Background: an optimization exercise with open tools, aiming at small area. Do not read the settings as production practice.
No functional check of the RTL was part of this run.

$ cat flow/run.sh
#!/bin/bash
# synth_recipe.tcl (not shown) runs the flow's synth.tcl, then flattens the netlist and writes it again
# the make line also repeats each setting of config.mk as NAME=value (left out here)
make -C /OpenROAD-flow-scripts/flow DESIGN_CONFIG=/design/flow/config.mk WORK_HOME=/design/flow/orfs CLKGATE_MAP_FILE= SYNTH_SCRIPT=/design/flow/synth_recipe.tcl finish
$ cat flow/config.mk
export PLATFORM = sky130hd
export DESIGN_NAME = cordic_sin_cos
export DESIGN_NICKNAME = cordic_sin_cos
export VERILOG_FILES = /design/flow/design.v
export SDC_FILE = /design/flow/constraint.sdc
export NUM_CORES = 4
export LEC_CHECK = 0
export CAP_MARGIN = 20
export CORE_MARGIN = 2
export CORE_UTILIZATION = 40
export SLEW_MARGIN = 20
$ cat flow/constraint.sdc
create_clock -name core_clock -period 6.0 [get_ports {clk}]
set_input_delay 1.2000 -clock core_clock [delete_from_list [all_inputs] [get_ports {clk}]]
set_output_delay 1.2000 -clock core_clock [all_outputs]
set_load 0.01 [all_outputs]
$ cat flow/design.v
module cordic_sin_cos (
    input clk, input rst_n,
    input signed [31:0] angle, input pre_vaild,
    output signed [31:0] sin, output signed [31:0] cos, output post_vaild);
wire [24:0] a = angle[24:0];
wire signed [8:0] at = a[24:16];
wire site1 = (at >= -9'sd90) && (at <= 9'sd90);
wire site2 = (at > 9'sd90);
wire amin = (a == 25'd21757952);
wire nz = |a[5:0];
wire s = ~site1;
wire d0 = site1 ? ~a[24] : (site2 | amin);
wire [16:0] k1 = site1 ? (d0 ? 17'd84992 : 17'd46080) : (site2 ? 17'd7168 : (amin ? 17'd31744 : 17'd123904));
wire ci1 = s & ~nz;
wire [16:0] h1 = k1 + (a[22:6] ^ {17{s}}) + ci1;
wire d1 = ~h1_q1[16];
wire [15:0] h2 = h1_q1[15:0] + (d1 ? 16'd38333 : 16'd27203);
wire d2 = ~h2[15];
wire [14:0] h3 = h2[14:0] + (d2 ? 15'd18395 : 15'd14373);
wire d3 = ~h3_q2[14];
wire [13:0] h4 = h3_q2[13:0] + (d3 ? 14'd9088 : 14'd7296);
wire d4 = ~h4[13];
wire [12:0] h5 = h4[12:0] + (d4 ? 13'd4530 : 13'd3662);
wire d5 = ~h5_q3[12];
wire [11:0] h6 = h5_q3[11:0] + (d5 ? 12'd2263 : 12'd1833);
wire d6 = ~h6[11];
wire [10:0] h7 = h6[10:0] + (d6 ? 11'd1131 : 11'd917);
wire d7 = ~h7_q4[10];
wire [9:0] h8 = h7_q4[9:0] + (d7 ? 10'd566 : 10'd458);
wire d8 = ~h8[9];
wire [8:0] h9 = h8[8:0] + (d8 ? 9'd283 : 9'd229);
wire d9 = ~h9_q5[8];
wire [7:0] h10 = h9_q5[7:0] + (d9 ? 8'd141 : 8'd115);
wire d10 = ~h10[7];
wire [6:0] h11 = h10[6:0] + (d10 ? 7'd71 : 7'd57);
wire d11 = ~h11_q6[6];
wire [5:0] h12 = h11_q6[5:0] + (d11 ? 6'd35 : 6'd29);
wire d12 = ~h12[5];
wire [4:0] h13 = h12[4:0] + (d12 ? 5'd18 : 5'd14);
wire d13 = ~h13[4];
wire [3:0] h14 = h13[3:0] + (d13 ? 4'd9 : 4'd7);
wire d14 = ~h14[3];
wire [2:0] h15 = h14[2:0] + (d14 ? 3'd4 : 3'd4);
wire d15 = ~h15[2];
reg [16:0] x4, yt4;
always @* begin
  case ({d3,d2_q2,d1_q2,d0_q2})
    4'd0: begin x4 = 17'd127962; yt4 = 17'd65783; end
    4'd1: begin x4 = 17'd65289; yt4 = 17'd127964; end
    4'd2: begin x4 = 17'd50366; yt4 = 17'd89412; end
    4'd3: begin x4 = 17'd41661; yt4 = 17'd50368; end
    4'd4: begin x4 = 17'd27982; yt4 = 17'd72000; end
    4'd5: begin x4 = 17'd59072; yt4 = 17'd27981; end
    4'd6: begin x4 = 17'd64047; yt4 = 17'd118014; end
    4'd7: begin x4 = 17'd13058; yt4 = 17'd64047; end
    4'd8: begin x4 = 17'd13058; yt4 = 17'd67025; end
    4'd9: begin x4 = 17'd64047; yt4 = 17'd13058; end
    4'd10: begin x4 = 17'd59072; yt4 = 17'd103090; end
    4'd11: begin x4 = 17'd27981; yt4 = 17'd59072; end
    4'd12: begin x4 = 17'd41662; yt4 = 17'd80704; end
    4'd13: begin x4 = 17'd50368; yt4 = 17'd41661; end
    4'd14: begin x4 = 17'd65291; yt4 = 17'd3108; end
    4'd15: begin x4 = 17'd127964; yt4 = 17'd65289; end
    default: begin x4 = 17'd0; yt4 = 17'd0; end
  endcase
end
wire [16:0] y4 = yt4 ^ {17{~d4}};
wire signed [16:0] xe4 = $signed(x4_q3);
wire signed [16:0] ye4 = $signed(y4_q3);
wire signed [16:0] sy4 = $signed(y4_q3) >>> 4;
wire signed [16:0] sx4 = $signed(x4_q3) >>> 4;
wire [16:0] x5 = xe4 + ~sy4 + d4_q3;
wire [16:0] yh5 = ye4 + sx4;
wire f4 = d4_q3 ^ d5;
wire [16:0] y5 = yh5 ^ {17{f4}};
wire signed [16:0] xe5 = $signed(x5);
wire signed [16:0] ye5 = $signed(y5);
wire signed [16:0] sy5 = $signed(y5) >>> 5;
wire signed [16:0] sx5 = $signed(x5) >>> 5;
wire [16:0] x6 = xe5 + ~sy5 + d5;
wire [16:0] yh6 = ye5 + sx5;
wire f5 = d5 ^ d6;
wire [16:0] y6 = yh6 ^ {17{f5}};
wire signed [16:0] xe6 = $signed(x6_q4);
wire signed [16:0] ye6 = $signed(y6_q4);
wire signed [16:0] sy6 = $signed(y6_q4) >>> 6;
wire signed [16:0] sx6 = $signed(x6_q4) >>> 6;
wire [16:0] x7 = xe6 + ~sy6 + d6_q4;
wire [16:0] yh7 = ye6 + sx6;
wire f6 = d6_q4 ^ d7;
wire [16:0] y7 = yh7 ^ {17{f6}};
wire signed [16:0] xe7 = $signed(x7);
wire signed [16:0] ye7 = $signed(y7);
wire signed [16:0] sy7 = $signed(y7) >>> 7;
wire signed [16:0] sx7 = $signed(x7) >>> 7;
wire [16:0] x8 = xe7 + ~sy7 + d7;
wire [16:0] yh8 = ye7 + sx7;
wire f7 = d7 ^ d8;
wire [16:0] y8 = yh8 ^ {17{f7}};
wire signed [16:0] xe8 = $signed(x8_q5);
wire signed [16:0] ye8 = $signed(y8_q5);
wire signed [16:0] sy8 = $signed(y8_q5) >>> 8;
wire signed [16:0] sx8 = $signed(x8_q5) >>> 8;
wire [16:0] x9 = xe8 + ~sy8 + d8_q5;
wire [16:0] yh9 = ye8 + sx8;
wire f8 = d8_q5 ^ d9;
wire [16:0] y9 = yh9 ^ {17{f8}};
wire signed [16:0] xe9 = $signed(x9);
wire signed [16:0] ye9 = $signed(y9);
wire signed [16:0] sy9 = $signed(y9) >>> 9;
wire signed [16:0] sx9 = $signed(x9) >>> 9;
wire [16:0] x10 = xe9 + ~sy9 + d9;
wire [16:0] yh10 = ye9 + sx9;
wire f9 = d9 ^ d10;
wire [16:0] y10 = yh10 ^ {17{f9}};
wire signed [17:0] xe10 = $signed(x10_q6);
wire signed [17:0] ye10 = $signed(y10_q6);
wire signed [17:0] sy10 = $signed(y10_q6) >>> 10;
wire signed [17:0] sx10 = $signed(x10_q6) >>> 10;
wire [17:0] x11 = xe10 + ~sy10 + d10_q6;
wire [17:0] yh11 = ye10 + sx10;
wire f10 = d10_q6 ^ d11;
wire [17:0] y11 = yh11 ^ {18{f10}};
wire signed [17:0] xe11 = $signed(x11);
wire signed [17:0] ye11 = $signed(y11);
wire signed [17:0] sy11 = $signed(y11) >>> 11;
wire signed [17:0] sx11 = $signed(x11) >>> 11;
wire [17:0] x12 = xe11 + ~sy11 + d11;
wire [17:0] yh12 = ye11 + sx11;
wire f11 = d11 ^ d12;
wire [17:0] y12 = yh12 ^ {18{f11}};
wire signed [17:0] xe12 = $signed(x12_q7);
wire signed [17:0] ye12 = $signed(y12_q7);
wire signed [17:0] sy12 = $signed(y12_q7) >>> 12;
wire signed [17:0] sx12 = $signed(x12_q7) >>> 12;
wire [17:0] x13 = xe12 + ~sy12 + d12_q7;
wire [17:0] yh13 = ye12 + sx12;
wire f12 = d12_q7 ^ d13_q7;
wire [17:0] y13 = yh13 ^ {18{f12}};
wire signed [17:0] xe13 = $signed(x13);
wire signed [17:0] ye13 = $signed(y13);
wire signed [17:0] sy13 = $signed(y13) >>> 13;
wire signed [17:0] sx13 = $signed(x13) >>> 13;
wire [17:0] x14 = xe13 + ~sy13 + d13_q7;
wire [17:0] yh14 = ye13 + sx13;
wire f13 = d13_q7 ^ d14_q7;
wire [17:0] y14 = yh14 ^ {18{f13}};
wire signed [17:0] xe14 = $signed(x14_q8);
wire signed [17:0] ye14 = $signed(y14_q8);
wire signed [17:0] sy14 = $signed(y14_q8) >>> 14;
wire signed [17:0] sx14 = $signed(x14_q8) >>> 14;
wire [17:0] x15 = xe14 + ~sy14 + d14_q8;
wire [17:0] yh15 = ye14 + sx14;
wire f14 = d14_q8 ^ d15_q8;
wire [17:0] y15 = yh15 ^ {18{f14}};
wire signed [4:0] v15 = $signed(y15_q9[17:15]);
wire signed [4:0] g15 = s_q9 ? (v15 + 5'sd2 - {4'd0,d15_q9}) : (-v15 - 5'sd1 + {4'd0,d15_q9});
wire [17:0] c16 = (x15_q9 ^ {18{s_q9}}) + {{13{g15[4]}}, g15};
wire signed [17:0] sx15 = $signed(x15_q9) >>> 15;
wire [17:0] y16 = (y15_q9 + sx15) ^ {18{~d15_q9}};
reg [16:0] h1_q1;
always @(posedge clk) h1_q1 <= h1;
reg [14:0] h3_q2;
always @(posedge clk) h3_q2 <= h3;
reg [12:0] h5_q3;
always @(posedge clk) h5_q3 <= h5;
reg [10:0] h7_q4;
always @(posedge clk) h7_q4 <= h7;
reg [8:0] h9_q5;
always @(posedge clk) h9_q5 <= h9;
reg [6:0] h11_q6;
always @(posedge clk) h11_q6 <= h11;
reg d2_q2;
always @(posedge clk) d2_q2 <= d2;
reg d1_q2;
always @(posedge clk) d1_q2 <= d1;
reg d0_q1;
always @(posedge clk) d0_q1 <= d0;
reg d0_q2;
always @(posedge clk) d0_q2 <= d0_q1;
reg [16:0] x4_q3;
always @(posedge clk) x4_q3 <= x4;
reg [16:0] y4_q3;
always @(posedge clk) y4_q3 <= y4;
reg d4_q3;
always @(posedge clk) d4_q3 <= d4;
reg [16:0] x6_q4;
always @(posedge clk) x6_q4 <= x6;
reg [16:0] y6_q4;
always @(posedge clk) y6_q4 <= y6;
reg d6_q4;
always @(posedge clk) d6_q4 <= d6;
reg [16:0] x8_q5;
always @(posedge clk) x8_q5 <= x8;
reg [16:0] y8_q5;
always @(posedge clk) y8_q5 <= y8;
reg d8_q5;
always @(posedge clk) d8_q5 <= d8;
reg [16:0] x10_q6;
always @(posedge clk) x10_q6 <= x10;
reg [16:0] y10_q6;
always @(posedge clk) y10_q6 <= y10;
reg d10_q6;
always @(posedge clk) d10_q6 <= d10;
reg [17:0] x12_q7;
always @(posedge clk) x12_q7 <= x12;
reg [17:0] y12_q7;
always @(posedge clk) y12_q7 <= y12;
reg d12_q7;
always @(posedge clk) d12_q7 <= d12;
reg d13_q7;
always @(posedge clk) d13_q7 <= d13;
reg d14_q7;
always @(posedge clk) d14_q7 <= d14;
reg [17:0] x14_q8;
always @(posedge clk) x14_q8 <= x14;
reg [17:0] y14_q8;
always @(posedge clk) y14_q8 <= y14;
reg d14_q8;
always @(posedge clk) d14_q8 <= d14_q7;
reg d15_q7;
always @(posedge clk) d15_q7 <= d15;
reg d15_q8;
always @(posedge clk) d15_q8 <= d15_q7;
reg s_q1;
always @(posedge clk) s_q1 <= s;
reg s_q2;
always @(posedge clk) s_q2 <= s_q1;
reg s_q3;
always @(posedge clk) s_q3 <= s_q2;
reg s_q4;
always @(posedge clk) s_q4 <= s_q3;
reg s_q5;
always @(posedge clk) s_q5 <= s_q4;
reg s_q6;
always @(posedge clk) s_q6 <= s_q5;
reg s_q7;
always @(posedge clk) s_q7 <= s_q6;
reg s_q8;
always @(posedge clk) s_q8 <= s_q7;
reg s_q9;
always @(posedge clk) s_q9 <= s_q8;
reg [17:0] x15_q9;
always @(posedge clk) x15_q9 <= x15;
reg [17:0] y15_q9;
always @(posedge clk) y15_q9 <= y15;
reg d15_q9;
always @(posedge clk) d15_q9 <= d15_q8;
reg [8:0] vr;
always @(posedge clk or negedge rst_n)
  if (!rst_n) vr <= 9'd0;
  else vr <= {vr[7:0], pre_vaild};
assign post_vaild = vr[8];
assign sin = {{14{y16[17]}}, y16};
assign cos = {{14{c16[17]}}, c16};
endmodule
==> summary.txt <==
* Final nets at 4,533
* Area after DPL at 35,200 um^2
* Crit end category: output port
* Core area at 81,800 um^2
* Clk buf depth at 3
* Clock sink count at 349
* WL per Instance at 14.1 um
* Synth Flop Type: dfxtp_1
* Via count at 26.0k
* Iter 0 DRT Violations at between 1k and 1.5k
* Synth Warn # at 1
* Synth top area cells: dfxtp_1 (21%), ha_1 (18%), xnor2_1 (15%)
* GR Overflow Total at 0
* Max Transition Viols Final at 0
* Fmax at 176 MHz
* Ports at 100
* Fin crit period at roughly 5700 ps
* Top-count cell post-synth: xnor2_1
* Max cap viols at 0
* Post-Syn Instances at roughly 3.9k
* Synth top area share at around a fifth
* Top post-synthesis cells by count: xnor2_1 (547), ha_1 (480), dfxtp_1 (340)
* Hold Fails Final Rpt at 0
* Starting Density at 40.3%
* Die ar. at 84,900 um^2
* Final HPWL DP at about 60,000 um
* GRT Util Overall at approximately 17%
* First-pass GRT wire length at approximately 120,000 um
* Antenna violations before repair at 0
* DRC violations left at 0
* Ant. Diodes at 0
* Vias in the first global route at 24.7k
* Number of flops mapped to enable cells by yosys at 0
* Chip height at 291 um
* Cts bufs inserted at 40
* Setup TNS at 0 ps
* Vias/cell at 5.12
* Fin crit share at 94.6%
* Startpoint Class: flip-flop
* Post-Syn Area per Cell at approximately 8.5 um^2
* Share of cells above drive strength 1 at 5.09%
* Status: finished clean
* Yosys reg bits at 349
* Synth-to-layout area growth at 11.5%
* CTS tree: built
* Hold/Removal Path Class: flip-flop to flip-flop
* Clock transition at the registers of the reported paths at 60 ps
* Final clock skew at approximately 23 ps
* Synth area leader: dfxtp_1
* Post-Layout Inst Area at 36,800 um^2
* Final ANT Viol Nets at 0
* RSZ-0062 raised after global routing: false
* Syn nets at roughly 4.4k
* Synth async-reset ratio at 2.58%
* Arrival time worst endpoint at 4480 ps
* WL final at 71,500 um
* Count of input and output buffers at 92
* Normalized max-slew margin at around a third
* Finish-stage setup viols at 0
* Fill count at slightly above 8k
* H-tree Lvls at 2
* Critical Path Fanout Max at 4
* Netlist area before placement at 33,000 um^2
* CTS Hold Buffers Added at 0
* Worst skew pair latency at roughly 600 ps
* Largest net degree at the start of global routing at 39
* Root Driver: clkbuf_16
* Critical Setup Path Class: flip-flop to output port
* Worst Path Required at 4800 ps
* Slew @ Worst Pin at 973 ps
* Die width at 291 um
* Count of different cell masters after synthesis at 98
* RePlAce Congestion at approximately 0.85
* First-pass iteration count of the detailed router at 6
* Post-synthesis sequential area ratio at 21.3%
* # rows at 105
==> through the flow <==
| step | util, % | instances | worst slack (ps) | hold WS, ps |
|---|---|---|---|---|
| floorplan | - | 3870 | 301 | 310 |
| global placement | 43.0 | 4993 | 171 | 310 |
| detailed placement | 43.0 | 4993 | 129 | 312 |
| CTS | 44.9 | 5073 | 10.6 | 326 |
| global route | 45.0 | 5074 | 54.5 | 328 |
| finish | 45.0 | 5074 | 323 | 325 |
==> cell usage in the layout (no fill, tap or decap), types with 25 or more instances in the layout <==
master	count
or3_1	56
a21oi_1	271
clkbuf_16	40
inv_1	306
xor2_1	163
xnor2_1	543
and3_1	38
nor2b_1	49
nand3_1	75
and2_1	25
fa_1	44
a21boi_0	32
nand2_1	202
a211oi_1	46
nand2b_1	44
dfxtp_1	339
nor2_1	239
o21a_1	53
nor3_1	84
a21o_1	122
clkdlybuf4s50_1	75
o21bai_1	47
ha_1	479
buf_4	49
o21ai_0	157
==> flip-flops by register name, summed over array words and instances (netlist names), 18 cells and up <==
| signal | count |
|---|---|
| x14_q8 | 18 |
| y12_q7 | 18 |
| x12_q7 | 18 |
| y15_q9 | 18 |
| y14_q8 | 18 |
| x15_q9 | 18 |
==> worst max-delay path: stages (launching register included) <==
cell,delay (ps)
dfxtp_2,320
inv_1,60
ha_2,190
inv_1,70
ha_1,140
inv_1,40
ha_1,260
mux2i_1,160
ha_1,280
a21oi_2,170
nand2b_4,140
a21boi_1,80
o41a_1,350
a41o_1,240
o41ai_4,280
o21ai_2,100
o41ai_2,240
xnor2_1,190
buf_2,150
buf_4,100
buf_4,110
clkdlybuf4s15_2,220
==> area by class of cell <==
cell class,instances,area (um^2),area share (%)
well taps,1070,1340,3.64
clock inverters,26,330,0.898
flip-flops and latches,349,7030,19.1
multi-input cells,3131,24600,66.7
repair buffers,142,1300,3.53
clock buffers,46,1080,2.94
inverters,310,1160,3.16
==> path summary, 6_finish.rpt <==
check                                         from                 end  slack, ps  depth (start not counted)
worst max-delay path            y15_q9[15]$_DFF_P_             cos[24]        320                         21
worst min-delay path                  s_q5$_DFF_P_        s_q6$_DFF_P_        330                          0
worst max register to register  y10_q6[10]$_DFF_P_  y12_q7[17]$_DFF_P_        520                         22
worst min register to register        s_q5$_DFF_P_        s_q6$_DFF_P_        330                          0
max in group asynchronous                    rst_n     vr[1]$_DFF_PN0_       4810                          1
min in group asynchronous                    rst_n     vr[3]$_DFF_PN0_        920                          1
==> metal layers <==
| layer | part of all wire, % | wire length [um] | vias up | global-route usage (%) |
|---|---|---|---|---|
| met1 | 48 | 34000 | 11800 | 21.5 |
| met3 | 2.4 | 1710 | 88 | 1.80 |
| li1 | - | - | 13900 | - |
| met5 | 0 | 0 | - | 0 |
| met2 | 48 | 34200 | 251 | 29.5 |
| met4 | 2.2 | 1580 | 0 | 4.56 |
==> logic make-up (layout without fill, tap and decap cells) <==
family,count (synthesis),count (layout),synth area share (%)
flip-flops,349,349,21.3
AND/OR/NAND/NOR,884,884,13.1
XOR/XNOR,727,727,19.7
buffers and inverters,390,524,4.79
AO/OA/AOI/OAI,988,988,20.0
multiplexers,7,7,0.212
adder cells (fa/ha/maj),525,525,20.9
==> timing repair <==
item / in CTS / in global routing
gates cloned: 1 / 0
setup buffers: 7 / 1
gates resized for setup: 43 / 8
pin swaps: 9 / 7
setup endpoints to repair: 17 / 18

[re-timing with driven ports]
No port has a modelled driver above. Below, the same layout with a new extraction and two added sets of constraints.
Step 1 assumes that a clkbuf_16 drives the clock port and a buf_2 every other input.
Step 2 also shifts input and output timing later by t, the mid clock arrival at the registers, as if the neighbouring blocks saw the same clock.
Slacks: ideal ports / drivers / drivers and shift; pairs: ideal ports / drivers.
t, ns: 0.635
slack for setup (ns): 0.323 / 0.261 / 0.519
hold slack, ns: 0.325 / 0.325 / 0.325
slew at the worst register clock pin (ns): 0.07 / 0.07
After both steps setup and hold are still met in this run. The setup slack of this run moves by -0.062 ns with the drivers and by +0.196 ns with both steps.
